This is an optimization exercise on Yosys and OpenROAD, whose aim is small area, a short achievable clock period and few clock cycles per item, not a production implementation. Where RTL was checked, it was by simulation tests only, not by an equivalence proof against the original. Only the layout flow was run in runs 2 to 5; the RTL was not checked for function there.

--- design.v ---
`timescale 1ns / 1ps
module BkCarry #(parameter WIDTH = 17, parameter LOGW = 5) (
    input  [WIDTH-1:0] p,
    input  [WIDTH-1:0] g,
    input              ci,
    output [WIDTH-1:0] co
);
    integer i, j;
    reg [WIDTH-1:0] pp, gg;
    always @* begin
        pp = p;
        gg = g;
        gg[0] = g[0] | (p[0] & ci);
        for (i = 1; i <= LOGW; i = i + 1) begin
            for (j = 2**i - 1; j < WIDTH; j = j + 2**i) begin
                gg[j] = gg[j] | (pp[j] & gg[j - 2**(i-1)]);
                pp[j] = pp[j] & pp[j - 2**(i-1)];
            end
        end
        for (i = LOGW; i > 0; i = i - 1) begin
            for (j = 2**i + 2**(i-1) - 1; j < WIDTH; j = j + 2**i) begin
                gg[j] = gg[j] | (pp[j] & gg[j - 2**(i-1)]);
                pp[j] = pp[j] & pp[j - 2**(i-1)];
            end
        end
    end
    assign co = gg;
endmodule
`timescale 1ns / 1ps
module Lzc16 (
    input  [15:0] x,
    output [3:0]  n
);
    wire       z3 = ~|x[15:8];
    wire [7:0] y8 = z3 ? x[7:0] : x[15:8];
    wire       z2 = ~|y8[7:4];
    wire [3:0] y4 = z2 ? y8[3:0] : y8[7:4];
    wire       z1 = ~|y4[3:2];
    wire [1:0] y2 = z1 ? y4[1:0] : y4[3:2];
    wire       z0 = ~y2[1];
    assign n = {z3, z2, z1, z0};
endmodule
module PrefixOr16 (
    input  [15:0] x,
    output [15:0] y
);
    wire [15:0] l1 = x  | {x[14:0], 1'b0};
    wire [15:0] l2 = l1 | {l1[13:0], 2'b0};
    wire [15:0] l3 = l2 | {l2[11:0], 4'b0};
    assign y       = l3 | {l3[7:0], 8'b0};
endmodule
`timescale 1ns / 1ps
module ALU_16bit (
    input              clk,
    input              rst,
    input              start,
    input       [3:0]  op,
    input  signed [15:0] A,
    input  signed [15:0] B,
    output reg signed [15:0] Z_low,
    output reg signed [15:0] Z_high,
    output reg         valid
);
    reg        s_mul;      
    reg        s_norm;     
    reg        s_iter;     
    reg        s_fix;      
    reg  [4:0] cnt;
    reg        d_one, d_two, d_neg;    
    reg        f_one, f_two, f_neg;    
    reg        triv;       
    wire idle   = ~(s_mul | s_norm | s_iter | s_fix);
    wire go     = start & idle;
    wire op_mul = (op == 4'b0010);
    wire op_div = (op == 4'b0011);
    wire sign_a = A[15];
    wire sign_b = B[15];
    wire sign_q = A[15] ^ B[15];
    wire dz     = ~|B;
    wire [15:0] xa = {A[14:0] ^ {15{sign_a}}, 1'b1};
    wire [15:0] xb = {B[14:0] ^ {15{sign_b}}, 1'b1};
    wire [3:0]  ca1, cb1;
    Lzc16 lza (.x(xa), .n(ca1));
    Lzc16 lzb (.x(xb), .n(cb1));
    wire [4:0]  t_k   = {1'b0, ca1} + {1'b0, ~cb1} + {4'd0, ~sign_a};
    wire        trivial = t_k[4] & (|t_k[3:0]);        
    wire        t_zero = A[15] & ~A[14] & (&B);
    wire [4:0]  t_ld  = {t_k[4:1], t_k[0] | t_zero};
    wire [16:0] a_ext  = {A, 1'b0};
    wire [1:0]  nxt_j  = s_mul ? (cnt[1:0] + 2'd1) : 2'd1;
    wire [2:0]  trp_lo = a_ext[{nxt_j, 2'b00} +: 3];
    wire [2:0]  trp_hi = a_ext[{nxt_j, 2'b10} +: 3];
    wire n_one = trp_lo[1] ^ trp_lo[0];
    wire n_two = (trp_lo == 3'b011) | (trp_lo == 3'b100);
    wire n_neg = trp_lo[2] & ~(trp_lo[1] & trp_lo[0]);
    wire m_one = trp_hi[1] ^ trp_hi[0];
    wire m_two = (trp_hi == 3'b011) | (trp_hi == 3'b100);
    wire m_neg = trp_hi[2] & ~(trp_hi[1] & trp_hi[0]);
    wire [15:0] r_sh   = {Z_high[14:0], Z_low[15]};
    wire        fix_neg = s_fix & sign_a;
    reg  [19:0] ax;
    reg         e1, e2, inv;
    reg         h1, h2, hinv;
    always @(*) begin
        h1 = 1'b0;   h2 = 1'b0;   hinv = 1'b0;
        if (s_mul) begin
            ax = {{4{Z_high[15]}}, Z_high};
            e1 = d_one;  e2 = d_two;  inv = d_neg;
            h1 = f_one;  h2 = f_two;  hinv = f_neg;
        end else if (s_iter) begin
            ax = {4'b0000, r_sh};
            e1 = 1'b1;   e2 = 1'b0;   inv = ~sign_b;
        end else if (s_fix) begin
            ax = {4'b0000, Z_high} ^ {20{fix_neg}};
            e1 = 1'b0;   e2 = 1'b0;   inv = 1'b0;
        end else begin
            ax = {20{A[1]}} & {{3{B[15]}}, B, 1'b0};
            e1 = A[0];   e2 = 1'b0;   inv = 1'b0;
            h1 = A[2];   h2 = A[3] & ~A[2];   hinv = A[3];
        end
    end
    wire        mul_any = s_mul | idle;
    wire [17:0] by18 = (({18{e1}} & {{2{B[15]}}, B}) | ({18{e2}} & {B[15], B, 1'b0})) ^ {18{inv}};
    wire [19:0] by  = {{2{by18[17]}}, by18};
    wire [17:0] hy  = ((({18{h1}} & {{2{B[15]}}, B}) | ({18{h2}} & {B[15], B, 1'b0})) ^ {18{hinv}});
    wire [19:0] ty  = mul_any ? {hy, hinv, inv} : 20'd0;
    wire [19:0] cs_s = ax ^ by ^ ty;
    wire [19:0] cs_c = {(ax[18:0] & by[18:0]) | (ax[18:0] & ty[18:0]) | (by[18:0] & ty[18:0]), mul_any & hinv};
    wire        a_ci = mul_any ? hinv : (inv | fix_neg);
    wire [20:0] s21 = {cs_s, 1'b1} + {cs_c, a_ci};
    wire [19:0] sum = s21[20:1];
    wire        sub  = (op == 4'b0001) | (op == 4'b0100);    
    wire [16:0] ae   = {A[15], A};
    wire [16:0] be   = {B[15], B} ^ {17{sub}};
    wire [16:0] ap   = ae ^ be;
    wire [16:0] ag   = ae & be;
    wire [16:0] aco;
    BkCarry #(.WIDTH(17), .LOGW(5)) acy (.p(ap), .g(ag), .ci(sub), .co(aco));
    wire [16:0] add  = ap ^ {aco[15:0], sub};
    wire        cn_on = s_norm ? sign_a : sign_q;    
    wire [15:0] zl_or;                                
    PrefixOr16 zpo (.x(Z_low), .y(zl_or));
    wire [15:0] zl_cn = Z_low ^ ({zl_or[14:0], 1'b0} & {16{cn_on}});
    wire        right  = op[0];                    
    wire [15:0] r_in   = s_norm ? {zl_cn[0], zl_cn[15:1]} : (right ? {A[14:0], A[15]} : A);
    wire [3:0]  r_amt  = s_norm ? cnt[3:0] : (B[3:0] ^ {4{right}});
    wire [31:0] r_dbl  = {r_in, r_in} << r_amt;
    wire [15:0] rot    = r_dbl[31:16];
    wire [15:0] hmask  = 16'hFFFF << r_amt;        
    wire [15:0] nmask  = {1'b1, cnt[4] ? 15'd0 : hmask[15:1]};    
    wire [15:0] shr_m  = 16'hFFFF >> B[3:0];
    wire        lt  = add[16];
    wire        eq  = &ap[15:0];
    wire        op_cmp = (op == 4'b0100);
    wire        op_log = (op[3:2] == 2'b01 & op[1:0] != 2'b00) | (op[3:1] == 3'b100);   
    wire        op_shl = (op == 4'b1010);
    wire        op_shr = (op == 4'b1011);
    wire        op_rot = (op[3:1] == 3'b110);
    wire        op_sum = (op[3:1] == 3'b000);                                          
    wire        g_t11 = (op == 4'b0110) | (op == 4'b1000);                      
    wire        g_t01 = (op == 4'b0101) | (op == 4'b1000) | (op == 4'b1001);   
    wire        g_t00 = (op == 4'b0101) | (op == 4'b0111);                      
    wire [15:0] logic_r = (ag[15:0] & {16{g_t11}}) | (ap[15:0] & {16{g_t01}}) | (~(ap[15:0] | ag[15:0]) & {16{g_t00}});
    wire [15:0] sh_m  = ({16{op_shl}} & hmask) | ({16{op_shr}} & shr_m) | {16{op_rot}};
    wire [15:0] res   = ({16{op_sum}} & add[15:0])
                      | ({16{op_div}} & A)
                      | ({16{op_log}} & logic_r)
                      | (sh_m & rot)
                      | {{15{op_cmp & lt}}, op_cmp & (lt | ~eq)};
    wire take = ~sum[19];                 
    always @(posedge clk or negedge rst) begin
        if (!rst) begin
            valid  <= 1'b0;
            s_mul  <= 1'b0;
            s_norm <= 1'b0;
            s_iter <= 1'b0;
            s_fix  <= 1'b0;
            cnt    <= 5'd0;
        end else begin
            valid <= 1'b0;
            if (go) begin
                if (op_mul) begin
                    s_mul <= 1'b1;
                    cnt   <= 5'd1;
                end else if (op_div) begin
                    s_norm <= 1'b1;
                    cnt    <= t_ld;
                end else begin
                    valid <= 1'b1;
                end
            end
            if (s_mul) begin
                cnt <= cnt + 5'd1;
                if (cnt[1:0] == 2'd3) begin
                    s_mul <= 1'b0;
                    valid <= 1'b1;
                end
            end
            if (s_norm) begin
                s_norm <= 1'b0;
                cnt    <= 5'd16 - cnt;
                if (triv)
                    valid  <= 1'b1;
                else
                    s_iter <= 1'b1;
            end
            if (s_iter) begin
                cnt <= cnt - 5'd1;
                if (cnt[3:0] == 4'd0) begin
                    s_iter <= 1'b0;
                    if (sign_q | sign_a)
                        s_fix <= 1'b1;
                    else
                        valid <= 1'b1;
                end
            end
            if (s_fix) begin
                s_fix <= 1'b0;
                valid <= 1'b1;
            end
        end
    end
    always @(posedge clk) begin
        d_one <= n_one;
        d_two <= n_two;
        d_neg <= n_neg;
        f_one <= m_one;
        f_two <= m_two;
        f_neg <= m_neg;
        triv  <= trivial | dz;
        if (s_mul | (idle & op_mul)) begin
            Z_high <= sum[19:4];
            Z_low  <= {sum[3:0], Z_low[15:4]};
        end else if (s_norm) begin
            Z_high <= triv ? A : (rot & ~nmask);
            Z_low  <= triv ? {16{dz}} : (rot & nmask);
        end else if (s_iter) begin
            Z_high <= take ? sum[15:0] : r_sh;
            Z_low  <= {Z_low[14:0], take};
        end else if (s_fix) begin
            Z_high <= sum[15:0];
            Z_low  <= zl_cn;
        end else begin
            Z_high <= op_div ? A : (op_sum ? {16{add[15]}} : 16'd0);
            Z_low  <= res;
        end
    end
endmodule
--- flow/run.sh ---
#!/bin/bash
# The standard layout, except that the ports are buffered with buf_2 cells
# instead of the default delay-type buffer.  Each tool's output is in
# standard.log (make) and orfs/logs/.
export BUFFER_PORTS_ARGS="-buffer_cell sky130_fd_sc_hd__buf_2"
bash standard.sh > standard.log 2>&1
--- standard.sh ---
#!/bin/bash
# synth_recipe.tcl (not shown) runs the flow's synth.tcl, then flattens the netlist and writes it again
# the make line also repeats each setting of config.mk as NAME=value (left out here)
make -C /OpenROAD-flow-scripts/flow DESIGN_CONFIG=/design/flow/config.mk WORK_HOME=/design/flow/orfs CLKGATE_MAP_FILE= SYNTH_SCRIPT=/design/flow/synth_recipe.tcl "${@:-finish}"
--- config.mk ---
export PLATFORM = sky130hd
export DESIGN_NAME = ALU_16bit
export DESIGN_NICKNAME = ALU_16bit
export VERILOG_FILES = /design/flow/design.v
export SDC_FILE = /design/flow/constraint.sdc
export NUM_CORES = 4
export LEC_CHECK = 0
export ABC_AREA = 1
export CAP_MARGIN = 20
export CORE_MARGIN = 2
export CORE_UTILIZATION = 55
export PLACE_DENSITY = 0.7
export SETUP_SLACK_MARGIN = 1.0
export SLEW_MARGIN = 20
--- constraint.sdc ---
create_clock -name core_clock -period 6.0 [get_ports {clk}]
set_input_delay 1.2000 -clock core_clock [delete_from_list [all_inputs] [get_ports {clk}]]
set_output_delay 1.2000 -clock core_clock [all_outputs]
set_load 0.01 [all_outputs]
==> flow_metrics.env, run 1 <==
export IMPL_antenna_found_initial=0
export IMPL_seqCellArea_um2=1040
export IMPL_hold_start="Z_low[14]$_DFF_P_"
export IMPL_place_hpwl_um=39100
export IMPL_cts_root_buffer="clkbuf_16"
export IMPL_drc=0
export IMPL_multi_input_comb_area_um2=8880
export IMPL_start_util=0.561
export IMPL_num_fill_cells=1964
export IMPL_postCtsHoldBufs=0
export IMPL_holdCritPathClass="reg2reg"
export IMPL_grtUsageTotal=0.474
export IMPL_yosys_cell_types_count=59
export IMPL_fp_dieH_um=145
export IMPL_required_ns=6.26
export IMPL_synthTopCellsByArea="nand2_1 (13%), nand3_1 (11%), inv_1 (8.2%), ha_1 (7.3%), dfxtp_1 (7.0%)"
export IMPL_h_tree_depth=2
export IMPL_hold_depth=2
export IMPL_cap_violations=0
export IMPL_clockBufferDepth=2
export IMPL_ys_flop_type="dfxtp_1"
export IMPL_cts_buffers=5
export IMPL_final_setup_tns_ns=0
export IMPL_status="finished clean"
export IMPL_tightest_slew_ns=1.05
export IMPL_synth_seq_area_share=0.0954
export IMPL_synth_top_area_share=0.128
export IMPL_fmax_mhz=202
export IMPL_ys_ff_latch=49
export IMPL_route_final_wire_length_um=50700
export IMPL_layout_commonest_cell="nand2_1"
export IMPL_viasPerCell=6.51
export IMPL_path_max_fanout=8
export IMPL_ant_nets=0
export IMPL_diodes=0
export IMPL_wl_per_cell_um=23.6
export IMPL_final_cell_mix="nand2_1 (364), nand3_1 (246), inv_1 (232)"
export IMPL_fin_util=0.620
export IMPL_rsz0062_at_grt="yes"
export IMPL_r2r_end="Z_high[11]$_DFF_P_"
export IMPL_endpoint_kind="register"
export IMPL_slew_headroom=0.300
export IMPL_hold_end="Z_low[10]$_DFF_P_"
export IMPL_postSynthCellCount=1850
export IMPL_io_buffers=71
export IMPL_drive_above_1_share=0.127
export IMPL_die_w_um=145
export IMPL_first_global_vias=12500
export IMPL_slew_violations=0
export IMPL_hold_viol=0
export IMPL_r2r_slack_ns=1.09
export IMPL_synthArstFlopShare=0.204
export IMPL_io_pins=72
export IMPL_synth_avg_cell_area_um2=5.90
export IMPL_syn2layout_area_growth_pct=10.6
export IMPL_min_period_ns=4.95
export IMPL_grt_ovfl_total=0
export IMPL_drt_pass1_iter_count=8
export IMPL_vias=14000
export IMPL_rr_startpoint="s_fix$_DFF_PN0_"
export IMPL_dieArea_um2=21000
export IMPL_place_congestion=1.09
export IMPL_cts_tree="done"
export IMPL_fin_worst_skew_ns=0.0139
export IMPL_synth_edf_count=1
export IMPL_core_um2=19500
export IMPL_period_share=0.825
export IMPL_cts_sinks=49
export IMPL_drt_iter0_markers=2062
export IMPL_yosys_warnings=2
export IMPL_final_nets=2015
export IMPL_clkTransAtPathRegs_ns=0.09
export IMPL_r2r_cells=26
export IMPL_rows=51
export IMPL_cp_arrival_ns=5.21
export IMPL_synth_top_area_cell="nand2_1"
export IMPL_grt_max_degree=46
export IMPL_clkLatencyLatePin_ns=0.32
export IMPL_grt_pass1_wl_um=73900
export IMPL_syn_area_um2=10900
export IMPL_syn_nets=1983
export IMPL_crit_type="in2reg"
export IMPL_crit_path_start_kind="primary input"
export IMPL_setup_viol_count_final=0
cell type report:
class                           count  area share
Clock buffer                        6      0.0124
Clock inverter                      2     0.00114
Sequential cell                    49      0.0863
Inverter                          254      0.0811
Multi-Input combinational cell   1463       0.735
Timing Repair Buffer              108      0.0557
Tap cell                          265      0.0275
Timing Repair inverter              1    0.000622
sequential cells by signal, indices dropped and copies added (netlist names):
register and count:
Z_high 16, Z_low 16, cnt 5, d_neg 1, d_one 1, d_two 1, f_neg 1, f_one 1
f_two 1, s_fix 1, s_iter 1, s_mul 1, s_norm 1, triv 1, valid 1
layer usage:
| metal | vias to the layer above | global-route usage | part of all wire |
|---|---|---|---|
| met3 | 297 | 0.132 | 0.14 |
| met4 | 0 | 0.334 | 0.092 |
| met5 | - | 0.0125 | 0 |
| met1 | 6279 | 0.573 | 0.35 |
| li1 | 6290 | - | - |
| met2 | 1126 | 0.723 | 0.42 |
critical path: stages:
cell	delay (ns)
buf_2	0.21
inv_1	0.08
o21ai_0	0.28
o21ai_2	0.21
a21oi_1	0.37
xor2_4	0.26
fa_1	0.49
ha_1	0.39
nand4_1	0.16
nor3_2	0.25
nand3_1	0.15
nand3_1	0.14
nand2_1	0.10
nand2_4	0.12
nand2_2	0.10
nand2_4	0.12
inv_2	0.06
nor2_1	0.13
o21ai_1	0.10
nand3_1	0.15
nand2_1	0.08
inv_1	0.05
worst max path at each step:
stage	endpoint	from
2_1_floorplan	Z_high[0]$_DFF_P_	op[0]
3_3_place_gp	Z_high[11]$_DFF_P_	A[2]
3_5_place_dp	Z_high[11]$_DFF_P_	A[2]
4_1_cts	Z_high[0]$_DFF_P_	op[2]
5_1_grt	Z_high[11]$_DFF_P_	s_fix$_DFF_PN0_
6_report	Z_high[11]$_DFF_P_	A[0]
cells by family (layout without fill, tap and decap cells):
logic type               after synthesis  count (layout)  synth area share
AND/OR/NAND/NOR                      868             869             0.349
AO/OA/AOI/OAI                        406             406             0.225
buffers and inverters                339             371             0.126
adder cells (fa/ha/maj)               94              94             0.128
XOR/XNOR                              93              93            0.0753
flip-flops                            49              49            0.0954
multiplexers                           1               1           0.00103
synthesized netlist by cell type, types with 10 or more instances:
cell        n
ha_1       64
nor2_1    161
a21oi_1   114
o211ai_1   39
a211oi_1   14
o21ai_0   116
nand2_1   371
a22oi_1    16
dfrtp_1    10
o22ai_1    41
nor3_1     12
inv_1     238
clkbuf_1   36
or2_2      16
buf_2      29
o21ai_1    11
xor2_1     60
fa_1       30
nand3_1   247
xnor2_1    32
dfxtp_1    38
nand4_1    33
through the flow:
step / std cells / setup WS, ns / instance area [µm²] / hold slack, ns
floorplan: 1850 / 1.01 / 11000 / 0.494
global placement: 2127 / 0.346 / 11400 / 0.540
detailed placement: 2127 / 0.312 / 11400 / 0.556
CTS: 2138 / 1.00 / 11700 / 0.571
global route: 2148 / 0.862 / 12100 / 0.613
finish: 2148 / 1.05 / 12100 / 0.576
timing repair:
action	4_1_cts	5_1_grt
cloned	0	2
setup buffers	3	8
endpoints found under the setup margin	18	21
pin swaps	0	7
resized for setup	16	76
Testbench counts, summed over its fixed seeds: cycles 37,038, items 24,000.
==> inputs of run 2 (changes only) <==
--- a/design.v
+++ b/design.v
@@ -1,30 +1,2 @@
-`timescale 1ns / 1ps
-module BkCarry #(parameter WIDTH = 17, parameter LOGW = 5) (
-    input  [WIDTH-1:0] p,
-    input  [WIDTH-1:0] g,
-    input              ci,
-    output [WIDTH-1:0] co
-);
-    integer i, j;
-    reg [WIDTH-1:0] pp, gg;
-    always @* begin
-        pp = p;
-        gg = g;
-        gg[0] = g[0] | (p[0] & ci);
-        for (i = 1; i <= LOGW; i = i + 1) begin
-            for (j = 2**i - 1; j < WIDTH; j = j + 2**i) begin
-                gg[j] = gg[j] | (pp[j] & gg[j - 2**(i-1)]);
-                pp[j] = pp[j] & pp[j - 2**(i-1)];
-            end
-        end
-        for (i = LOGW; i > 0; i = i - 1) begin
-            for (j = 2**i + 2**(i-1) - 1; j < WIDTH; j = j + 2**i) begin
-                gg[j] = gg[j] | (pp[j] & gg[j - 2**(i-1)]);
-                pp[j] = pp[j] & pp[j - 2**(i-1)];
-            end
-        end
-    end
-    assign co = gg;
-endmodule
 `timescale 1ns / 1ps
 module Lzc16 (
@@ -97,6 +69,8 @@
     wire m_two = (trp_hi == 3'b011) | (trp_hi == 3'b100);
     wire m_neg = trp_hi[2] & ~(trp_hi[1] & trp_hi[0]);
+    wire        sub    = op[0] | op[2];           
     wire [15:0] r_sh   = {Z_high[14:0], Z_low[15]};
     wire        fix_neg = s_fix & sign_a;
+    wire        mul_any = s_mul | (idle & op_mul);
     reg  [19:0] ax;
     reg         e1, e2, inv;
@@ -114,11 +88,15 @@
             ax = {4'b0000, Z_high} ^ {20{fix_neg}};
             e1 = 1'b0;   e2 = 1'b0;   inv = 1'b0;
+        end else if (op_mul) begin
+            ax = 20'd0;
+            e1 = A[0];   e2 = A[1] & ~A[0];   inv = A[1];
+            h1 = A[2] ^ A[1];
+            h2 = (A[3:1] == 3'b011) | (A[3:1] == 3'b100);
+            hinv = A[3] & ~(A[2] & A[1]);
         end else begin
-            ax = {20{A[1]}} & {{3{B[15]}}, B, 1'b0};
-            e1 = A[0];   e2 = 1'b0;   inv = 1'b0;
-            h1 = A[2];   h2 = A[3] & ~A[2];   hinv = A[3];
+            ax = {{4{A[15]}}, A};
+            e1 = ~op_div; e2 = 1'b0;  inv = sub & ~op_div;
         end
     end
-    wire        mul_any = s_mul | idle;
     wire [17:0] by18 = (({18{e1}} & {{2{B[15]}}, B}) | ({18{e2}} & {B[15], B, 1'b0})) ^ {18{inv}};
     wire [19:0] by  = {{2{by18[17]}}, by18};
@@ -130,12 +108,4 @@
     wire [20:0] s21 = {cs_s, 1'b1} + {cs_c, a_ci};
     wire [19:0] sum = s21[20:1];
-    wire        sub  = (op == 4'b0001) | (op == 4'b0100);    
-    wire [16:0] ae   = {A[15], A};
-    wire [16:0] be   = {B[15], B} ^ {17{sub}};
-    wire [16:0] ap   = ae ^ be;
-    wire [16:0] ag   = ae & be;
-    wire [16:0] aco;
-    BkCarry #(.WIDTH(17), .LOGW(5)) acy (.p(ap), .g(ag), .ci(sub), .co(aco));
-    wire [16:0] add  = ap ^ {aco[15:0], sub};
     wire        cn_on = s_norm ? sign_a : sign_q;    
     wire [15:0] zl_or;                                
@@ -150,6 +120,6 @@
     wire [15:0] nmask  = {1'b1, cnt[4] ? 15'd0 : hmask[15:1]};    
     wire [15:0] shr_m  = 16'hFFFF >> B[3:0];
-    wire        lt  = add[16];
-    wire        eq  = &ap[15:0];
+    wire        lt  = sum[19];
+    wire        eq  = (A == B);
     wire        op_cmp = (op == 4'b0100);
     wire        op_log = (op[3:2] == 2'b01 & op[1:0] != 2'b00) | (op[3:1] == 3'b100);   
@@ -157,12 +127,13 @@
     wire        op_shr = (op == 4'b1011);
     wire        op_rot = (op[3:1] == 3'b110);
-    wire        op_sum = (op[3:1] == 3'b000);                                          
+    wire        op_sum = (op[3:2] == 2'b00);                                           
     wire        g_t11 = (op == 4'b0110) | (op == 4'b1000);                      
     wire        g_t01 = (op == 4'b0101) | (op == 4'b1000) | (op == 4'b1001);   
     wire        g_t00 = (op == 4'b0101) | (op == 4'b0111);                      
-    wire [15:0] logic_r = (ag[15:0] & {16{g_t11}}) | (ap[15:0] & {16{g_t01}}) | (~(ap[15:0] | ag[15:0]) & {16{g_t00}});
+    wire [15:0] l_and = A & B;
+    wire [15:0] l_or  = A | B;
+    wire [15:0] logic_r = (l_and & {16{g_t11}}) | (l_or & ~l_and & {16{g_t01}}) | (~l_or & {16{g_t00}});
     wire [15:0] sh_m  = ({16{op_shl}} & hmask) | ({16{op_shr}} & shr_m) | {16{op_rot}};
-    wire [15:0] res   = ({16{op_sum}} & add[15:0])
-                      | ({16{op_div}} & A)
+    wire [15:0] res   = ({16{op_sum}} & sum[15:0])
                       | ({16{op_log}} & logic_r)
                       | (sh_m & rot)
@@ -229,5 +200,5 @@
         f_neg <= m_neg;
         triv  <= trivial | dz;
-        if (s_mul | (idle & op_mul)) begin
+        if (mul_any) begin
             Z_high <= sum[19:4];
             Z_low  <= {sum[3:0], Z_low[15:4]};
@@ -242,5 +213,5 @@
             Z_low  <= zl_cn;
         end else begin
-            Z_high <= op_div ? A : (op_sum ? {16{add[15]}} : 16'd0);
+            Z_high <= op_div ? A : ((op[3:1] == 3'b000) ? {16{sum[15]}} : 16'd0);
             Z_low  <= res;
         end
--- a/config.mk
+++ b/config.mk
@@ -9,6 +9,5 @@
 export CAP_MARGIN = 20
 export CORE_MARGIN = 2
-export CORE_UTILIZATION = 55
-export PLACE_DENSITY = 0.7
+export CORE_UTILIZATION = 40
 export SETUP_SLACK_MARGIN = 1.0
 export SLEW_MARGIN = 20
==> run 2 against run 1 <==
Net effect:
- highest routed layer is now met5
- count of clock-buffer cells in the layout decreased by 1
- first-iteration DRC count is 6.2% lower
- synthesized cell count shrank 7.6%
- worst setup slack worse by 0.20 ns
- still clean
- hold slack improved by 0.0081 ns
- clock skew down 0.0058 ns
- synthesized area shrank 6.3%
- die area up 28%
==> flow_metrics.env, run 2 <==
export IMPL_status="finished clean"
export IMPL_yosys_cell_types_count=60
export IMPL_synth_avg_cell_area_um2=5.99
export IMPL_ant_nets=0
export IMPL_syn_area_um2=10200
export IMPL_crit_path_start_kind="primary input"
export IMPL_syn2layout_area_growth_pct=20.7
export IMPL_rsz0062_at_grt="yes"
export IMPL_hold_viol=0
export IMPL_holdCritPathClass="reg2reg"
export IMPL_grt_max_degree=42
export IMPL_synth_seq_area_share=0.102
export IMPL_drc=0
export IMPL_min_period_ns=5.15
export IMPL_synth_top_area_cell="nand3_1"
export IMPL_setup_viol_count_final=0
export IMPL_synth_most_common_cell="nand2_1"
export IMPL_grt_pass1_wl_um=78400
export IMPL_synth_top_area_share=0.119
export IMPL_cts_tree="done"
export IMPL_fmax_mhz=194
export IMPL_yosys_warnings=1
export IMPL_slew_violations=0
export IMPL_r2r_slack_ns=0.89
export IMPL_drt_iter0_markers=1935
export IMPL_ys_flop_type="dfxtp_1"
export IMPL_endpoint_kind="register"
export IMPL_drt_pass1_iter_count=6
export IMPL_ys_top_cells_by_count="nand2_1 (323), nand3_1 (243), inv_1 (201)"
export IMPL_place_congestion=1.05
export IMPL_die_w_um=164
export IMPL_dieArea_um2=26900
export IMPL_final_setup_tns_ns=0
export IMPL_io_buffers=71
export IMPL_rows=58
export IMPL_antenna_found_initial=1
export IMPL_final_cell_mix="nand2_1 (310), nand3_1 (230), inv_1 (192)"
export IMPL_final_nets=1925
export IMPL_required_ns=6.22
export IMPL_crit_type="in2reg"
export IMPL_synth_edf_count=1
export IMPL_h_tree_depth=2
export IMPL_clkTransAtPathRegs_ns=0.08
export IMPL_io_pins=72
export IMPL_path_max_fanout=8
export IMPL_cts_buffers=5
export IMPL_synthTopCellsByArea="nand3_1 (12%), nand2_1 (12%), ha_1 (8.1%), dfxtp_1 (7.4%), inv_1 (7.4%)"
export IMPL_layout_commonest_cell="nand2_1"
export IMPL_cp_arrival_ns=5.37
export IMPL_grtUsageTotal=0.396
export IMPL_route_final_wire_length_um=53800
export IMPL_grt_ovfl_total=0
export IMPL_start_util=0.407
export IMPL_drive_above_1_share=0.187
export IMPL_reg_top3="Z_high (16), Z_low (16), cnt (5)"
export IMPL_clkLatencyLatePin_ns=0.32
export IMPL_cts_sinks=49
export IMPL_period_share=0.858
export IMPL_tightest_slew_ns=1.07
export IMPL_core_um2=25100
export IMPL_postSynthCellCount=1709
export IMPL_wl_per_cell_um=25.2
export IMPL_fin_worst_skew_ns=0.00807
export IMPL_cts_root_buffer="clkbuf_16"
export IMPL_fp_dieH_um=164
export IMPL_clockBufferDepth=2
export IMPL_rr_startpoint="s_mul$_DFF_PN0_"
export IMPL_synthArstFlopShare=0.204
export IMPL_slew_headroom=0.284
export IMPL_syn_nets=1836
export IMPL_hold_start="Z_low[14]$_DFF_P_"
export IMPL_cp_startpoint="A[3]"
export IMPL_place_hpwl_um=41200
export IMPL_first_global_vias=12400
export IMPL_cap_violations=0
export IMPL_vias=13500
export IMPL_ys_ff_latch=49
export IMPL_viasPerCell=6.34
-- run 2: cell count changes after synthesis, moves of 7 or more --
cell      delta
a21oi_1     +18
a22o_1       +7
a22oi_1      -8
clkbuf_1     -8
fa_1         -8
inv_1       -37
nand2_1     -48
nand4_1     -11
nor2_1      -54
o21ai_0     +28
or2_2       -13
xnor2_1      -7
xor2_1      -20
-- run 2: final timing paths --
path                       cells after the start                 to
setup / recovery                              26   Z_low[3]$_DFF_P_
hold / removal                                 2  Z_low[10]$_DFF_P_
setup reg to reg                              26   Z_low[3]$_DFF_P_
hold reg to reg                                2  Z_low[10]$_DFF_P_
max in group asynchronous                      1    s_mul$_DFF_PN0_
min in group asynchronous                      1    valid$_DFF_PN0_
-- run 2: final cells by class --
class,instances,area [µm²]
inverters,216,830
multi-input cells,1362,8670
flip-flops and latches,49,1040
diodes,1,2.50
fillers,2694,12800
clock buffers,5,125
well taps,330,413
repair buffers,164,1240
clock inverters,3,25.0
-- run 2: worst max-delay path: stages --
cell and delay (ns):
clkbuf_4 0.20, inv_1 0.12, o211ai_1 0.29, nor2_4 0.08, a21oi_4 0.20, buf_6 0.18
o22ai_1 0.09, nand2_1 0.08, o21ai_0 0.14, fa_1 0.57, inv_1 0.05, ha_1 0.32
a21oi_2 0.18, o21ai_2 0.11, a21oi_2 0.16, nand3_2 0.15, or2_4 0.29, nand2_8 0.12
inv_8 0.05, nand2_4 0.07, nand2_4 0.06, buf_8 0.15, o211ai_1 0.25, nand3_1 0.11
o21ai_1 0.09, inv_1 0.05
-- run 2: cell families after synthesis --
| group | count (synthesis) | synth area share |
|---|---|---|
| xor gates and xnor gates | 67 | 0.0588 |
| and+or+nand+nor | 752 | 0.331 |
| adders and majority gates | 88 | 0.124 |
| muxes | 2 | 0.00208 |
| DFF | 49 | 0.102 |
| buffers and inverters | 299 | 0.122 |
| AOI/OAI and AO/OA | 452 | 0.260 |
-- run 2: through the flow --
stage | worst slack (ns) | hold slack [ns] | area, µm² | instances | utilization
floorplan | 1.01 | 0.514 | 10200 | 1709 | -
global placement | 0.0177 | 0.554 | 10900 | 2076 | 0.436
detailed placement | 0.00364 | 0.557 | 10900 | 2076 | 0.436
CTS | 0.942 | 0.568 | 11800 | 2112 | 0.471
global route | 0.774 | 0.618 | 12300 | 2129 | 0.492
finish | 0.850 | 0.585 | 12400 | 2130 | 0.492
-- run 2: repair_timing --
item / in CTS / in global routing
buffers inserted: 26 / 16
gates cloned: 2 / 1
pin swaps: 21 / 48
setup endpoints to repair: 32 / 36
gates resized for setup: 107 / 107
hold buffers: 0 / 0
-- run 2: routing by layer --
metal  vias to the layer above  track usage  share of wire
li1                       6054            -              -
met1                      6301        0.502           0.38
met2                       918        0.631           0.44
met3                       230       0.0525          0.099
met4                         2        0.253          0.082
met5                         -       0.0152        0.00071
==> inputs of run 3 (changes only) <==
--- a/design.v
+++ b/design.v
@@ -1,2 +1,30 @@
+`timescale 1ns / 1ps
+module BkCarry #(parameter WIDTH = 17, parameter LOGW = 5) (
+    input  [WIDTH-1:0] p,
+    input  [WIDTH-1:0] g,
+    input              ci,
+    output [WIDTH-1:0] co
+);
+    integer i, j;
+    reg [WIDTH-1:0] pp, gg;
+    always @* begin
+        pp = p;
+        gg = g;
+        gg[0] = g[0] | (p[0] & ci);
+        for (i = 1; i <= LOGW; i = i + 1) begin
+            for (j = 2**i - 1; j < WIDTH; j = j + 2**i) begin
+                gg[j] = gg[j] | (pp[j] & gg[j - 2**(i-1)]);
+                pp[j] = pp[j] & pp[j - 2**(i-1)];
+            end
+        end
+        for (i = LOGW; i > 0; i = i - 1) begin
+            for (j = 2**i + 2**(i-1) - 1; j < WIDTH; j = j + 2**i) begin
+                gg[j] = gg[j] | (pp[j] & gg[j - 2**(i-1)]);
+                pp[j] = pp[j] & pp[j - 2**(i-1)];
+            end
+        end
+    end
+    assign co = gg;
+endmodule
 `timescale 1ns / 1ps
 module Lzc16 (
@@ -69,34 +97,17 @@
     wire m_two = (trp_hi == 3'b011) | (trp_hi == 3'b100);
     wire m_neg = trp_hi[2] & ~(trp_hi[1] & trp_hi[0]);
-    wire        sub    = op[0] | op[2];           
     wire [15:0] r_sh   = {Z_high[14:0], Z_low[15]};
     wire        fix_neg = s_fix & sign_a;
-    wire        mul_any = s_mul | (idle & op_mul);
-    reg  [19:0] ax;
-    reg         e1, e2, inv;
-    reg         h1, h2, hinv;
-    always @(*) begin
-        h1 = 1'b0;   h2 = 1'b0;   hinv = 1'b0;
-        if (s_mul) begin
-            ax = {{4{Z_high[15]}}, Z_high};
-            e1 = d_one;  e2 = d_two;  inv = d_neg;
-            h1 = f_one;  h2 = f_two;  hinv = f_neg;
-        end else if (s_iter) begin
-            ax = {4'b0000, r_sh};
-            e1 = 1'b1;   e2 = 1'b0;   inv = ~sign_b;
-        end else if (s_fix) begin
-            ax = {4'b0000, Z_high} ^ {20{fix_neg}};
-            e1 = 1'b0;   e2 = 1'b0;   inv = 1'b0;
-        end else if (op_mul) begin
-            ax = 20'd0;
-            e1 = A[0];   e2 = A[1] & ~A[0];   inv = A[1];
-            h1 = A[2] ^ A[1];
-            h2 = (A[3:1] == 3'b011) | (A[3:1] == 3'b100);
-            hinv = A[3] & ~(A[2] & A[1]);
-        end else begin
-            ax = {{4{A[15]}}, A};
-            e1 = ~op_div; e2 = 1'b0;  inv = sub & ~op_div;
-        end
-    end
+    wire [19:0] ax = ({20{s_mul}}  & {{4{Z_high[15]}}, Z_high})
+                   | ({20{s_iter}} & {4'b0000, r_sh})
+                   | ({20{s_fix}}  & ({4'b0000, Z_high} ^ {20{fix_neg}}))
+                   | ({20{idle & A[1]}} & {{3{B[15]}}, B, 1'b0});
+    wire e1   = (s_mul & d_one) | s_iter | (idle & A[0]);
+    wire e2   = s_mul & d_two;
+    wire inv  = (s_mul & d_neg) | (s_iter & ~sign_b);
+    wire h1   = (s_mul & f_one) | (idle & A[2]);
+    wire h2   = (s_mul & f_two) | (idle & A[3] & ~A[2]);
+    wire hinv = (s_mul & f_neg) | (idle & A[3]);
+    wire        mul_any = s_mul | idle;
     wire [17:0] by18 = (({18{e1}} & {{2{B[15]}}, B}) | ({18{e2}} & {B[15], B, 1'b0})) ^ {18{inv}};
     wire [19:0] by  = {{2{by18[17]}}, by18};
@@ -108,4 +119,12 @@
     wire [20:0] s21 = {cs_s, 1'b1} + {cs_c, a_ci};
     wire [19:0] sum = s21[20:1];
+    wire        sub  = (op[0] ^ op[2]) & ~op[1] & ~op[3];     
+    wire [16:0] ae   = {A[15], A};
+    wire [16:0] be   = {B[15], B} ^ {17{sub}};
+    wire [16:0] ap   = ae ^ be;
+    wire [16:0] ag   = ae & be;
+    wire [16:0] aco;
+    BkCarry #(.WIDTH(17), .LOGW(5)) acy (.p(ap), .g(ag), .ci(sub), .co(aco));
+    wire [16:0] add  = ap ^ {aco[15:0], sub};
     wire        cn_on = s_norm ? sign_a : sign_q;    
     wire [15:0] zl_or;                                
@@ -120,6 +139,6 @@
     wire [15:0] nmask  = {1'b1, cnt[4] ? 15'd0 : hmask[15:1]};    
     wire [15:0] shr_m  = 16'hFFFF >> B[3:0];
-    wire        lt  = sum[19];
-    wire        eq  = (A == B);
+    wire        lt  = add[16];
+    wire        eq  = &ap[15:0];
     wire        op_cmp = (op == 4'b0100);
     wire        op_log = (op[3:2] == 2'b01 & op[1:0] != 2'b00) | (op[3:1] == 3'b100);   
@@ -127,17 +146,21 @@
     wire        op_shr = (op == 4'b1011);
     wire        op_rot = (op[3:1] == 3'b110);
-    wire        op_sum = (op[3:2] == 2'b00);                                           
+    wire        op_sum = (op[3:1] == 3'b000);                                          
     wire        g_t11 = (op == 4'b0110) | (op == 4'b1000);                      
     wire        g_t01 = (op == 4'b0101) | (op == 4'b1000) | (op == 4'b1001);   
     wire        g_t00 = (op == 4'b0101) | (op == 4'b0111);                      
-    wire [15:0] l_and = A & B;
-    wire [15:0] l_or  = A | B;
-    wire [15:0] logic_r = (l_and & {16{g_t11}}) | (l_or & ~l_and & {16{g_t01}}) | (~l_or & {16{g_t00}});
+    wire [15:0] logic_r = (ag[15:0] & {16{g_t11}}) | (ap[15:0] & {16{g_t01}}) | (~(ap[15:0] | ag[15:0]) & {16{g_t00}});
     wire [15:0] sh_m  = ({16{op_shl}} & hmask) | ({16{op_shr}} & shr_m) | {16{op_rot}};
-    wire [15:0] res   = ({16{op_sum}} & sum[15:0])
+    wire [15:0] res   = ({16{op_sum}} & add[15:0])
+                      | ({16{op_div}} & A)
                       | ({16{op_log}} & logic_r)
                       | (sh_m & rot)
                       | {{15{op_cmp & lt}}, op_cmp & (lt | ~eq)};
     wire take = ~sum[19];                 
+    wire sel_mul  = s_mul | (idle & op_mul);
+    wire sel_norm = s_norm;
+    wire sel_iter = s_iter;
+    wire sel_fix  = s_fix;
+    wire sel_idle = idle & ~op_mul;
     always @(posedge clk or negedge rst) begin
         if (!rst) begin
@@ -200,20 +223,14 @@
         f_neg <= m_neg;
         triv  <= trivial | dz;
-        if (mul_any) begin
-            Z_high <= sum[19:4];
-            Z_low  <= {sum[3:0], Z_low[15:4]};
-        end else if (s_norm) begin
-            Z_high <= triv ? A : (rot & ~nmask);
-            Z_low  <= triv ? {16{dz}} : (rot & nmask);
-        end else if (s_iter) begin
-            Z_high <= take ? sum[15:0] : r_sh;
-            Z_low  <= {Z_low[14:0], take};
-        end else if (s_fix) begin
-            Z_high <= sum[15:0];
-            Z_low  <= zl_cn;
-        end else begin
-            Z_high <= op_div ? A : ((op[3:1] == 3'b000) ? {16{sum[15]}} : 16'd0);
-            Z_low  <= res;
-        end
+        Z_high <= ({16{sel_mul}}  & sum[19:4])
+                | ({16{sel_norm}} & (triv ? A : (rot & ~nmask)))
+                | ({16{sel_iter}} & ((take ? sum[15:0] : r_sh)))
+                | ({16{sel_fix}}  & sum[15:0])
+                | ({16{sel_idle}} & (op_div ? A : (op_sum ? {16{add[15]}} : 16'd0)));
+        Z_low  <= ({16{sel_mul}}  & {sum[3:0], Z_low[15:4]})
+                | ({16{sel_norm}} & (triv ? {16{dz}} : (rot & nmask)))
+                | ({16{sel_iter}} & {Z_low[14:0], take})
+                | ({16{sel_fix}}  & zl_cn)
+                | ({16{sel_idle}} & res);
     end
 endmodule
==> run 3 against run 2 <==
Net effect:
- via count down 3.7%
- cell count is 0.89% lower
- register-to-register slack better by 0.38 ns
- sequential cell count did not move
- wire length shrank 11%
- critical path type unchanged
- critical endpoint is now Z_high[15]$_DFF_P_
==> flow_metrics.env, run 3 <==
export IMPL_clkLatencyLatePin_ns=0.30
export IMPL_grtUsageTotal=0.346
export IMPL_slew_violations=0
export IMPL_slew_headroom=0.302
export IMPL_h_tree_depth=2
export IMPL_ant_nets=0
export IMPL_crit_end="Z_high[15]$_DFF_P_"
export IMPL_io_pins=72
export IMPL_synthTopCellsByArea="nand2_1 (13%), nand3_1 (12%), inv_1 (7.8%), ha_1 (7.7%), dfxtp_1 (7.5%)"
export IMPL_fp_dieH_um=165
export IMPL_ys_flop_type="dfxtp_1"
export IMPL_cts_buffers=5
export IMPL_yosys_warnings=2
export IMPL_required_ns=6.18
export IMPL_dieArea_um2=27400
export IMPL_num_fill_cells=2788
export IMPL_cp_startpoint="A[1]"
export IMPL_route_final_wire_length_um=48000
export IMPL_synth_top_area_cell="nand2_1"
export IMPL_synth_top_area_share=0.126
export IMPL_grt_ovfl_total=0
export IMPL_endpoint_kind="register"
export IMPL_drt_pass1_iter_count=6
export IMPL_clockBufferDepth=2
export IMPL_place_congestion=1.05
export IMPL_critical_path_top_delay_family="simple AND/OR/NAND/NOR gates"
export IMPL_cts_sinks=49
export IMPL_tightest_slew_ns=1.05
export IMPL_grt_max_degree=38
export IMPL_status="finished clean"
export IMPL_clkTransAtPathRegs_ns=0.07
export IMPL_rows=59
export IMPL_antenna_found_initial=0
export IMPL_synthArstFlopShare=0.204
export IMPL_first_global_vias=11500
export IMPL_hold_viol=0
export IMPL_rr_startpoint="s_iter$_DFF_PN0_"
export IMPL_r2r_cells=16
export IMPL_synth_edf_count=0
export IMPL_syn2layout_area_growth_pct=13.4
export IMPL_layout_commonest_cell="nand2_1"
export IMPL_synth_avg_cell_area_um2=6.11
export IMPL_yosys_cell_types_count=59
export IMPL_fmax_mhz=207
export IMPL_crit_type="in2reg"
export IMPL_place_hpwl_um=38300
export IMPL_syn_nets=1839
export IMPL_synth_most_common_cell="nand2_1"
export IMPL_period_share=0.805
export IMPL_slowest_stage="fa_1"
export IMPL_grt_pass1_wl_um=70800
export IMPL_seqCellArea_um2=1030
export IMPL_ys_ff_latch=49
export IMPL_vias=13000
export IMPL_synth_seq_area_share=0.0988
export IMPL_setup_viol_count_final=0
export IMPL_holdCritPathClass="reg2reg"
export IMPL_ys_top_cells_by_count="nand2_1 (351), nand3_1 (253), inv_1 (217)"
export IMPL_drt_iter0_markers=1940
export IMPL_cp_num_cells=20
export IMPL_dpl_cell_area_um2=11100
export IMPL_crit_path_start_kind="primary input"
export IMPL_final_nets=1908
export IMPL_syn_area_um2=10400
export IMPL_fin_worst_skew_ns=0.00947
export IMPL_cp_common_cell="nand2_1"
export IMPL_cap_violations=0
export IMPL_min_period_ns=4.83
export IMPL_core_um2=25800
export IMPL_cts_root_buffer="clkbuf_16"
export IMPL_viasPerCell=6.16
export IMPL_wl_per_cell_um=22.7
export IMPL_postSynthCellCount=1706
export IMPL_r2r_slack_ns=1.27
export IMPL_drive_above_1_share=0.142
export IMPL_diodes=0
export IMPL_cp_cell_sequence="buf_2 > inv_1 > nor2_1 > inv_1 > nor2_1 > a221oi_1 > fa_1 > inv_1 > ha_1 > a21oi_2 > nand2_1 > a21oi_1 > o21ai_0 > nand2_1 > nand2_1 > or2_2 > nand2_1 > nor2_1 > a211oi_2 > nand2_1"
export IMPL_r2r_end="Z_high[15]$_DFF_P_"
export IMPL_cp_arrival_ns=5.01
export IMPL_final_cell_mix="nand2_1 (344), nand3_1 (251), inv_1 (207)"
export IMPL_rsz0062_at_grt="no"
export IMPL_start_util=0.404
export IMPL_final_setup_tns_ns=0
export IMPL_drc=0
export IMPL_multi_input_comb_area_um2=8550
export IMPL_path_buf_inv=4
export IMPL_io_buffers=71
export IMPL_cts_tree="done"
export IMPL_die_w_um=165
export IMPL_slowest_delay_ns=0.51
export IMPL_path_max_fanout=7
export IMPL_reg_top3="Z_high (16), Z_low (16), cnt (5)"
export IMPL_fin_area_um2=11800
run 3: cell types whose count changed after synthesis, moves of 9 or more:
cell      change
o221ai_1      +9
nand2_1      +28
xor2_1       +33
a21oi_1      -63
o211ai_1     -15
nand3_1      +10
inv_1        +16
buf_2        -11
o21ai_1       -9
o22ai_1      +14
a221oi_1     +16
or2_2        +10
o21ai_0      -69
nor2_1       +16
run 3: worst min-delay path by stage:
| stage | endpoint | from | slack, ns | cells past startpoint |
|---|---|---|---|---|
| floorplan | Z_high[6]$_DFF_P_ | Z_high[5]$_DFF_P_ | 0.57 | 2 |
| global placement | Z_high[6]$_DFF_P_ | Z_high[5]$_DFF_P_ | 0.62 | 2 |
| detailed placement | Z_high[6]$_DFF_P_ | Z_high[5]$_DFF_P_ | 0.60 | 2 |
| CTS | Z_high[6]$_DFF_P_ | Z_high[5]$_DFF_P_ | 0.61 | 2 |
| global route | Z_high[6]$_DFF_P_ | Z_high[5]$_DFF_P_ | 0.64 | 2 |
| finish | Z_high[6]$_DFF_P_ | Z_high[5]$_DFF_P_ | 0.62 | 2 |
run 3: repair_timing:
item / 4_1_cts / 5_1_grt
hold endpoints to repair: 0 / 0
setup buffers: 10 / 11
resized for setup: 13 / 77
setup endpoints to repair: 17 / 20
gates cloned: 0 / 2
hold buffers: 0 / 0
pin swaps: 4 / 15
run 3: logic make-up (layout without fill, tap and decap cells):
kind of cell / Yosys count / count (layout) / synth area share
AOI/OAI and AO/OA: 339 / 339 / 0.210
xor gates and xnor gates: 102 / 102 / 0.0857
adders and majority gates: 94 / 94 / 0.134
buffers and inverters: 297 / 366 / 0.117
DFF: 49 / 49 / 0.0988
muxes: 1 / 1 / 0.00108
and+or+nand+nor: 824 / 825 / 0.353
run 3: area by class of cell:
cell class,count,area share
Inverter,237,0.0768
Timing Repair inverter,1,0.000423
Timing Repair Buffer,120,0.0626
Tap cell,335,0.0354
Multi-Input combinational cell,1361,0.723
Clock buffer,7,0.0121
Clock inverter,1,0.00254
Sequential cell,49,0.0871
run 3: metrics by stage:
step	hold slack, ns	setup WS, ns	std cells	utilization
floorplan	0.574	1.00	1706	-
global placement	0.617	0.444	2080	0.429
detailed placement	0.598	0.343	2080	0.429
CTS	0.610	1.00	2098	0.441
global route	0.643	0.903	2111	0.458
finish	0.617	1.17	2111	0.458
run 3: worst reg2reg max path, stage by stage (launching register included):
cell      delay [ns]
dfrtp_1         0.44
buf_4           0.41
inv_2           0.16
o21ai_4         0.28
inv_2           0.27
xor2_1          0.48
fa_1            0.54
fa_1            0.51
a21oi_1         0.28
o21ai_0         0.19
nand2_1         0.10
nand2_1         0.08
or2_2           0.29
nand2_1         0.15
nor2_1          0.09
a211oi_2        0.25
nand2_1         0.08
run 3: metal layers:
metal | global-route usage | wire [µm] | up-vias
met3 | 0.0772 | 5890 | 100
met5 | 0 | 0 | -
met2 | 0.513 | 20000 | 852
met1 | 0.491 | 20200 | 6110
met4 | 0.118 | 1950 | 0
li1 | - | - | 5941
==> inputs of run 4 (changes only) <==
--- a/design.v
+++ b/design.v
@@ -59,7 +59,10 @@
     input  signed [15:0] B,
     output reg signed [15:0] Z_low,
-    output reg signed [15:0] Z_high,
+    output     signed [15:0] Z_high,
     output reg         valid
 );
+    reg  [15:0] zh_r;
+    reg         zh_ext;
+    assign Z_high = zh_r | {16{zh_ext & Z_low[15]}};
     reg        s_mul;      
     reg        s_norm;     
@@ -97,9 +100,9 @@
     wire m_two = (trp_hi == 3'b011) | (trp_hi == 3'b100);
     wire m_neg = trp_hi[2] & ~(trp_hi[1] & trp_hi[0]);
-    wire [15:0] r_sh   = {Z_high[14:0], Z_low[15]};
+    wire [15:0] r_sh   = {zh_r[14:0], Z_low[15]};
     wire        fix_neg = s_fix & sign_a;
-    wire [19:0] ax = ({20{s_mul}}  & {{4{Z_high[15]}}, Z_high})
+    wire [19:0] ax = ({20{s_mul}}  & {{4{zh_r[15]}}, zh_r})
                    | ({20{s_iter}} & {4'b0000, r_sh})
-                   | ({20{s_fix}}  & ({4'b0000, Z_high} ^ {20{fix_neg}}))
+                   | ({20{s_fix}}  & ({4'b0000, zh_r} ^ {20{fix_neg}}))
                    | ({20{idle & A[1]}} & {{3{B[15]}}, B, 1'b0});
     wire e1   = (s_mul & d_one) | s_iter | (idle & A[0]);
@@ -223,9 +226,10 @@
         f_neg <= m_neg;
         triv  <= trivial | dz;
-        Z_high <= ({16{sel_mul}}  & sum[19:4])
+        zh_r   <= ({16{sel_mul}}  & sum[19:4])
                 | ({16{sel_norm}} & (triv ? A : (rot & ~nmask)))
                 | ({16{sel_iter}} & ((take ? sum[15:0] : r_sh)))
                 | ({16{sel_fix}}  & sum[15:0])
-                | ({16{sel_idle}} & (op_div ? A : (op_sum ? {16{add[15]}} : 16'd0)));
+                | ({16{sel_idle & op_div}} & A);
+        zh_ext <= sel_idle & op_sum;
         Z_low  <= ({16{sel_mul}}  & {sum[3:0], Z_low[15:4]})
                 | ({16{sel_norm}} & (triv ? {16{dz}} : (rot & nmask)))
==> run 4 against run 3 <==
Net effect:
- non-clock buffer count fell by 17
- register-to-register slack got worse by 0.03 ns
- wire length fell by 1.8%
- die area rose by 1.2%
- sequential share of layout area rose by 0.45 points
- sequential cell count rose by 1
- largest cell class unchanged
- critical endpoint is now zh_r[15]$_DFF_P_
- design area fell by 3.1%
- first-iteration DRC count rose by 1.5%
- critical path type unchanged
==> flow_metrics.env, run 4 <==
export IMPL_placed_cells=2101
export IMPL_cp_arrival_ns=5.04
export IMPL_first_global_vias=11600
export IMPL_die_w_um=166
export IMPL_grt_ovfl_total=0
export IMPL_fmax_mhz=207
export IMPL_num_fill_cells=2845
export IMPL_fin_worst_skew_ns=0.0139
export IMPL_postSynthCellCount=1738
export IMPL_period_share=0.807
export IMPL_ys_top_cells_by_count="nand2_1 (393), nand3_1 (250), inv_1 (236)"
export IMPL_ys_flop_type="dfxtp_1"
export IMPL_r2r_slack_ns=1.24
export IMPL_hold_viol=0
export IMPL_grtUsageTotal=0.330
export IMPL_path_max_fanout=12
export IMPL_route_final_wire_length_um=47200
export IMPL_critical_path_top_delay_family="compound AO/OA/AOI/OAI gates"
export IMPL_r2r_end="zh_r[15]$_DFF_P_"
export IMPL_yosys_cell_types_count=62
export IMPL_diodes=0
export IMPL_yosys_warnings=2
export IMPL_stdcell_count=2118
export IMPL_rsz0062_at_grt="no"
export IMPL_crit_type="in2reg"
export IMPL_slew_headroom=0.408
export IMPL_reg_top3="Z_low (16), zh_r (16), cnt (5)"
export IMPL_place_congestion=1.03
export IMPL_syn_nets=1871
export IMPL_antenna_found_initial=0
export IMPL_cts_buffers=5
export IMPL_clkTransAtPathRegs_ns=0.09
export IMPL_crit_path_start_kind="primary input"
export IMPL_final_nets=1915
export IMPL_cts_root_buffer="clkbuf_16"
export IMPL_yosys_area_share_simple=0.356
export IMPL_wl_per_cell_um=22.3
export IMPL_cp_cell_sequence="buf_2 > clkinvlp_4 > o221ai_2 > inv_2 > buf_4 > o22ai_1 > xor2_1 > fa_1 > ha_1 > o21ai_1 > o21ai_0 > nand3_1 > nand2_1 > a21oi_1 > xor2_2 > o21ai_0 > a21oi_1 > o21ai_0"
export IMPL_vias=12800
export IMPL_syn_area_um2=10600
export IMPL_cp_common_cell="o21ai_0"
export IMPL_synth_seq_area_share=0.0995
export IMPL_synth_compound_area_frac=0.199
export IMPL_drt_iter0_markers=1970
export IMPL_rr_startpoint="s_mul$_DFF_PN0_"
export IMPL_cts_tree="done"
export IMPL_final_setup_tns_ns=0
export IMPL_io_buffers=71
export IMPL_synth_top_area_cell="nand2_1"
export IMPL_synth_xor_area_frac=0.0861
export IMPL_io_pins=72
export IMPL_viasPerCell=6.02
export IMPL_syn2layout_area_growth_pct=8.59
export IMPL_drive_above_1_share=0.0993
export IMPL_synth_top_family_by_area="simple AND/OR/NAND/NOR gates"
export IMPL_r2r_cells=17
export IMPL_cts_sinks=50
export IMPL_final_cell_mix="nand2_1 (391), nand3_1 (250), inv_1 (233)"
export IMPL_ant_nets=0
export IMPL_synth_most_common_cell="nand2_1"
export IMPL_endpoint_kind="register"
export IMPL_drc=0
export IMPL_rows=59
export IMPL_postCtsHoldBufs=0
export IMPL_clkLatencyLatePin_ns=0.32
export IMPL_cp_startpoint="A[0]"
export IMPL_cp_num_cells=18
export IMPL_slowest_stage="fa_1"
export IMPL_place_hpwl_um=38000
export IMPL_layout_commonest_cell="nand2_1"
export IMPL_fin_util=0.441
export IMPL_synthTopCellsByArea="nand2_1 (14%), nand3_1 (12%), inv_1 (8.4%), dfxtp_1 (7.6%), ha_1 (7.6%)"
export IMPL_clockBufferDepth=2
export IMPL_crit_end="zh_r[15]$_DFF_P_"
export IMPL_required_ns=6.20
export IMPL_tightest_slew_ns=0.887
export IMPL_fp_dieH_um=166
export IMPL_synthArstFlopShare=0.200
export IMPL_start_util=0.406
export IMPL_synth_avg_cell_area_um2=6.08
export IMPL_setup_viol_count_final=0
export IMPL_status="finished clean"
export IMPL_grt_pass1_wl_um=70900
export IMPL_hold_ws_ns=0.672
export IMPL_path_buf_inv=4
export IMPL_yosys_mux_area_fraction=0.00107
export IMPL_h_tree_depth=2
export IMPL_ys_ff_latch=50
export IMPL_grt_max_degree=38
export IMPL_dieArea_um2=27700
export IMPL_core_um2=26000
export IMPL_holdCritPathClass="reg2reg"
export IMPL_drt_pass1_iter_count=6
export IMPL_min_period_ns=4.84
export IMPL_slowest_delay_ns=0.50
export IMPL_synth_edf_count=0
export IMPL_slew_violations=0
export IMPL_cap_violations=0
export IMPL_synth_fa_ha_area_frac=0.133
export IMPL_synth_top_area_share=0.140
## run 4: cell types whose count changed after synthesis, sizes merged, moves of 8 or more
cell,delta
buf,+8
o21ai,-11
nand2,+39
or2,-12
inv,+16
## run 4: what timing repair did
item                       CTS  global route
setup endpoints to repair   11            24
buffers inserted             0             9
pin swaps                    0             1
gates resized for setup      2            16
## run 4: final cells by class
cell class	count	area [µm²]	area share
Tap cell	335	419	0.0366
Multi-Input combinational cell	1370	8260	0.720
Clock inverter	3	43.8	0.00382
Inverter	252	965	0.0841
Timing Repair Buffer	103	608	0.0530
Clock buffer	5	125	0.0109
Sequential cell	50	1050	0.0917
## run 4: kinds of logic after synthesis
kind of cell / count (synthesis)
AOI/OAI and AO/OA: 322
adders and majority gates: 94
and+or+nand+nor: 850
buffers and inverters: 318
muxes: 1
xor gates and xnor gates: 103
DFF: 50
## run 4: through the flow
step | setup slack [ns] | cell area (µm²)
global placement | 0.519 | 11100
finish | 1.16 | 11500
global route | 0.980 | 11500
floorplan | 1.27 | 10600
CTS | 1.03 | 11300
detailed placement | 0.555 | 11100
## run 4: how the worst min path moves through the flow
| stage | start | cells after the start | end | slack [ns] |
|---|---|---|---|---|
| global route | zh_r[14]$_DFF_P_ | 2 | zh_r[15]$_DFF_P_ | 0.70 |
| global placement | zh_r[14]$_DFF_P_ | 2 | zh_r[15]$_DFF_P_ | 0.63 |
| CTS | zh_r[10]$_DFF_P_ | 2 | zh_r[11]$_DFF_P_ | 0.66 |
| finish | zh_r[10]$_DFF_P_ | 2 | zh_r[11]$_DFF_P_ | 0.67 |
| detailed placement | zh_r[10]$_DFF_P_ | 2 | zh_r[11]$_DFF_P_ | 0.64 |
| floorplan | zh_r[10]$_DFF_P_ | 2 | zh_r[11]$_DFF_P_ | 0.53 |
## run 4: tightest hold or removal path, delay by kind of cell (launching register included)
kind | cells | cell delay, ns
simple gates | 2 | 0.22
flops | 1 | 0.39
## run 4: layer usage
layer	GRT usage	up-vias	wire length, µm
li1	-	5933	-
met1	0.466	5985	20300
met2	0.498	748	19800
met3	0.0720	94	5270
met4	0.108	0	1760
met5	0	-	0
==> inputs of run 5 (changes only) <==
--- a/config.mk
+++ b/config.mk
@@ -10,4 +10,4 @@
 export CORE_MARGIN = 2
 export CORE_UTILIZATION = 40
-export SETUP_SLACK_MARGIN = 1.0
+export SETUP_SLACK_MARGIN = 1.5
 export SLEW_MARGIN = 20
==> run 5 against run 4 <==
Net effect:
- still clean on timing, DRC and antenna
- non-clock buffer count increased by 38
- clock skew decreased by 0.0072 ns
- utilization increased by 3.4 points
- critical path depth increased by 4
- sequential share of layout area decreased by 0.58 points
- hold slack got worse by 0.12 ns
- via count increased by 2.2%
- maximum frequency increased by 9.2%
==> flow_metrics.env, run 5 <==
export IMPL_syn_nets=1871
export IMPL_synth_most_common_cell="nand2_1"
export IMPL_status="finished clean"
export IMPL_final_cell_mix="nand2_1 (380), nand3_1 (248), inv_1 (221)"
export IMPL_grtUsageTotal=0.326
export IMPL_hold_depth=1
export IMPL_grt_ovfl_total=0
export IMPL_fin_worst_skew_ns=0.00670
export IMPL_wl_per_cell_um=22.3
export IMPL_rsz0062_at_grt="yes"
export IMPL_clkTransAtPathRegs_ns=0.08
export IMPL_drive_above_1_share=0.172
export IMPL_slew_headroom=0.322
export IMPL_r2r_slack_ns=1.64
export IMPL_hold_start="s_fix$_DFF_PN0_"
export IMPL_synth_seq_area_share=0.0995
export IMPL_clockBufferDepth=2
export IMPL_synth_avg_cell_area_um2=6.08
export IMPL_cts_sinks=50
export IMPL_die_w_um=166
export IMPL_stdcell_count=2161
export IMPL_final_setup_tns_ns=0
export IMPL_hold_viol=0
export IMPL_h_tree_depth=2
export IMPL_yosys_cell_types_count=62
export IMPL_drt_iter0_markers=1727
export IMPL_drc=0
export IMPL_ys_ff_latch=50
export IMPL_rows=59
export IMPL_ys_top_cells_by_count="nand2_1 (393), nand3_1 (250), inv_1 (236)"
export IMPL_place_hpwl_um=37300
export IMPL_place_congestion=1.03
export IMPL_synthArstFlopShare=0.200
export IMPL_io_buffers=71
export IMPL_hold_end="s_fix$_DFF_PN0_"
export IMPL_cts_buffers=5
export IMPL_grt_max_degree=38
export IMPL_path_max_fanout=6
export IMPL_route_final_wire_length_um=48100
export IMPL_vias=13000
export IMPL_rr_startpoint="s_norm$_DFF_PN0_"
export IMPL_synth_top_area_cell="nand2_1"
export IMPL_reg_top3="Z_low (16), zh_r (16), cnt (5)"
export IMPL_final_nets=1957
export IMPL_postCtsHoldBufs=0
export IMPL_layout_commonest_cell="nand2_1"
export IMPL_synth_edf_count=0
export IMPL_first_global_vias=11600
export IMPL_holdCritPathClass="reg2reg"
export IMPL_start_util=0.406
export IMPL_core_um2=26000
export IMPL_antenna_found_initial=1
export IMPL_r2r_cells=25
export IMPL_min_period_ns=4.43
export IMPL_viasPerCell=6.04
export IMPL_required_ns=6.20
export IMPL_r2r_end="Z_low[0]$_DFF_P_"
export IMPL_io_pins=72
export IMPL_crit_path_start_kind="primary input"
export IMPL_clkLatencyLatePin_ns=0.31
export IMPL_ys_flop_type="dfxtp_1"
export IMPL_period_share=0.739
export IMPL_cts_tree="done"
export IMPL_cts_root_buffer="clkbuf_16"
export IMPL_synthTopCellsByArea="nand2_1 (14%), nand3_1 (12%), inv_1 (8.4%), dfxtp_1 (7.6%), ha_1 (7.6%)"
export IMPL_ant_nets=0
export IMPL_crit_type="in2reg"
export IMPL_grt_pass1_wl_um=70400
export IMPL_syn_area_um2=10600
export IMPL_cp_arrival_ns=4.63
export IMPL_yosys_warnings=2
export IMPL_tightest_slew_ns=1.02
export IMPL_num_fill_cells=2807
export IMPL_fp_dieH_um=166
export IMPL_synth_top_area_share=0.140
export IMPL_fmax_mhz=226
export IMPL_setup_viol_count_final=0
export IMPL_postSynthCellCount=1738
export IMPL_syn2layout_area_growth_pct=17.1
export IMPL_drt_pass1_iter_count=6
export IMPL_cap_violations=0
export IMPL_slew_violations=0
export IMPL_endpoint_kind="register"
export IMPL_dieArea_um2=27700
export IMPL_placed_cells=2097
==> run 5: cell types whose count changed in the layout (fill, tap and decap cells not counted), sizes merged <==
cell | previous run | this run
buf | 103 | 139
clkinvlp | 1 | 6
clkbuf | 5 | 8
inv | 248 | 245
bufinv | 1 | 0
clkinv | 5 | 6
diode | 0 | 1
nor2 | 128 | 129
==> run 5: cells by family (layout without fill, tap and decap cells) <==
logic type | Yosys count | in the layout | share of synthesized area
AO/OA/AOI/OAI | 322 | 322 | 0.199
XOR/XNOR | 103 | 103 | 0.0861
adder cells (fa/ha/maj) | 94 | 94 | 0.133
buffers and inverters | 318 | 404 | 0.126
flip-flops | 50 | 50 | 0.0995
multiplexers | 1 | 1 | 0.00107
other | 0 | 1 | 0
AND/OR/NAND/NOR | 850 | 851 | 0.356
==> run 5: cell type report <==
| cell class | instances | area [µm²] | share of cell area |
|---|---|---|---|
| repair buffers | 141 | 951 | 0.0769 |
| well taps | 335 | 419 | 0.0339 |
| diodes | 1 | 2.50 | 0.000202 |
| repair inverters | 3 | 21.3 | 0.00172 |
| multi-input cells | 1371 | 8760 | 0.708 |
| clock inverters | 2 | 11.3 | 0.000911 |
| inverters | 252 | 1000 | 0.0810 |
| clock buffers | 6 | 139 | 0.0112 |
| flip-flops and latches | 50 | 1060 | 0.0858 |
==> run 5: how the worst max path moves through the flow <==
stage                      from           endpoint  slack [ns]  cells past startpoint
after CTS                 B[15]   zh_r[15]$_DFF_P_        1.45                     17
after global routing       A[0]    zh_r[9]$_DFF_P_        1.43                     22
final                      A[0]   Z_low[0]$_DFF_P_        1.57                     22
after floorplan           op[0]  Z_low[15]$_DFF_P_        1.48                     23
after detailed placement  op[3]  Z_low[13]$_DFF_P_        0.40                     22
after global placement    op[3]  Z_low[13]$_DFF_P_        0.54                     22
==> run 5: metrics by stage <==
step	utilization	hold WS [ns]	setup slack, ns	area (µm²)
floorplan	-	0.530	1.48	10600
global placement	0.428	0.635	0.544	11100
detailed placement	0.428	0.636	0.401	11100
CTS	0.443	0.644	1.45	11500
global route	0.476	0.564	1.43	12400
finish	0.476	0.547	1.57	12400
==> run 5: metal layers <==
| layer | GRT usage | part of all wire | up-vias |
|---|---|---|---|
| li1 | - | - | 6028 |
| met1 | 0.463 | 0.41 | 5976 |
| met2 | 0.479 | 0.42 | 922 |
| met4 | 0.132 | 0.047 | 0 |
| met5 | 0 | 0 | - |
| met3 | 0.0692 | 0.13 | 121 |
==> run 5: critical path, cell delays in order <==
cell and delay (ns):
buf_6 0.12, clkinvlp_4 0.14, o221ai_4 0.23, inv_2 0.13
nand2_1 0.08, nand2_1 0.12, xor2_2 0.18, inv_1 0.11
fa_1 0.52, ha_4 0.31, nand2_2 0.07, inv_1 0.08
nand3_1 0.11, nor3_2 0.23, nand4_1 0.15, nand3_2 0.10
or2_1 0.11, nand2_2 0.07, nand2_1 0.16, o221ai_1 0.23
inv_1 0.11, nand3_1 0.07
==> run 5: timing repair <==
item                                    CTS  global route
pin swaps                                 5            37
setup buffers                            15            34
endpoints found under the setup margin   30            30
cloned                                    0             6
gates resized for setup                  32           144

==> re-timing with driven ports <==
The flow's constraints put no driver on any port. The routed layouts listed below were extracted and timed again, unchanged, in two steps. Step 1, drivers: a clkbuf_16 drives clk and a buf_2 each remaining input, both assumed. Step 2 adds t to the input delays and takes it off the output delays; t is the mean of the earliest and latest rising clock arrival at the registers after step 1. Input paths then give back, and output paths get back, about the clock's delay inside the block. Slacks: no drivers / after step 1 / after step 2; pairs: no drivers / after step 1.
run | shift t [ns] | slack for setup (ns) | worst register clock-pin slew, ns
run 1 | 0.359 | 1.051 / 1.075 / 0.716 | 0.09 / 0.09
run 2 | 0.364 | 0.850 / 0.873 / 0.509 | 0.08 / 0.08
run 3 | 0.351 | 1.170 / 1.200 / 0.849 | 0.07 / 0.07
run 4 | 0.359 | 1.161 / 1.186 / 0.827 | 0.09 / 0.09
run 5 | 0.348 | 1.568 / 1.576 / 1.227 | 0.08 / 0.08
After both steps every run listed still meets setup and hold.
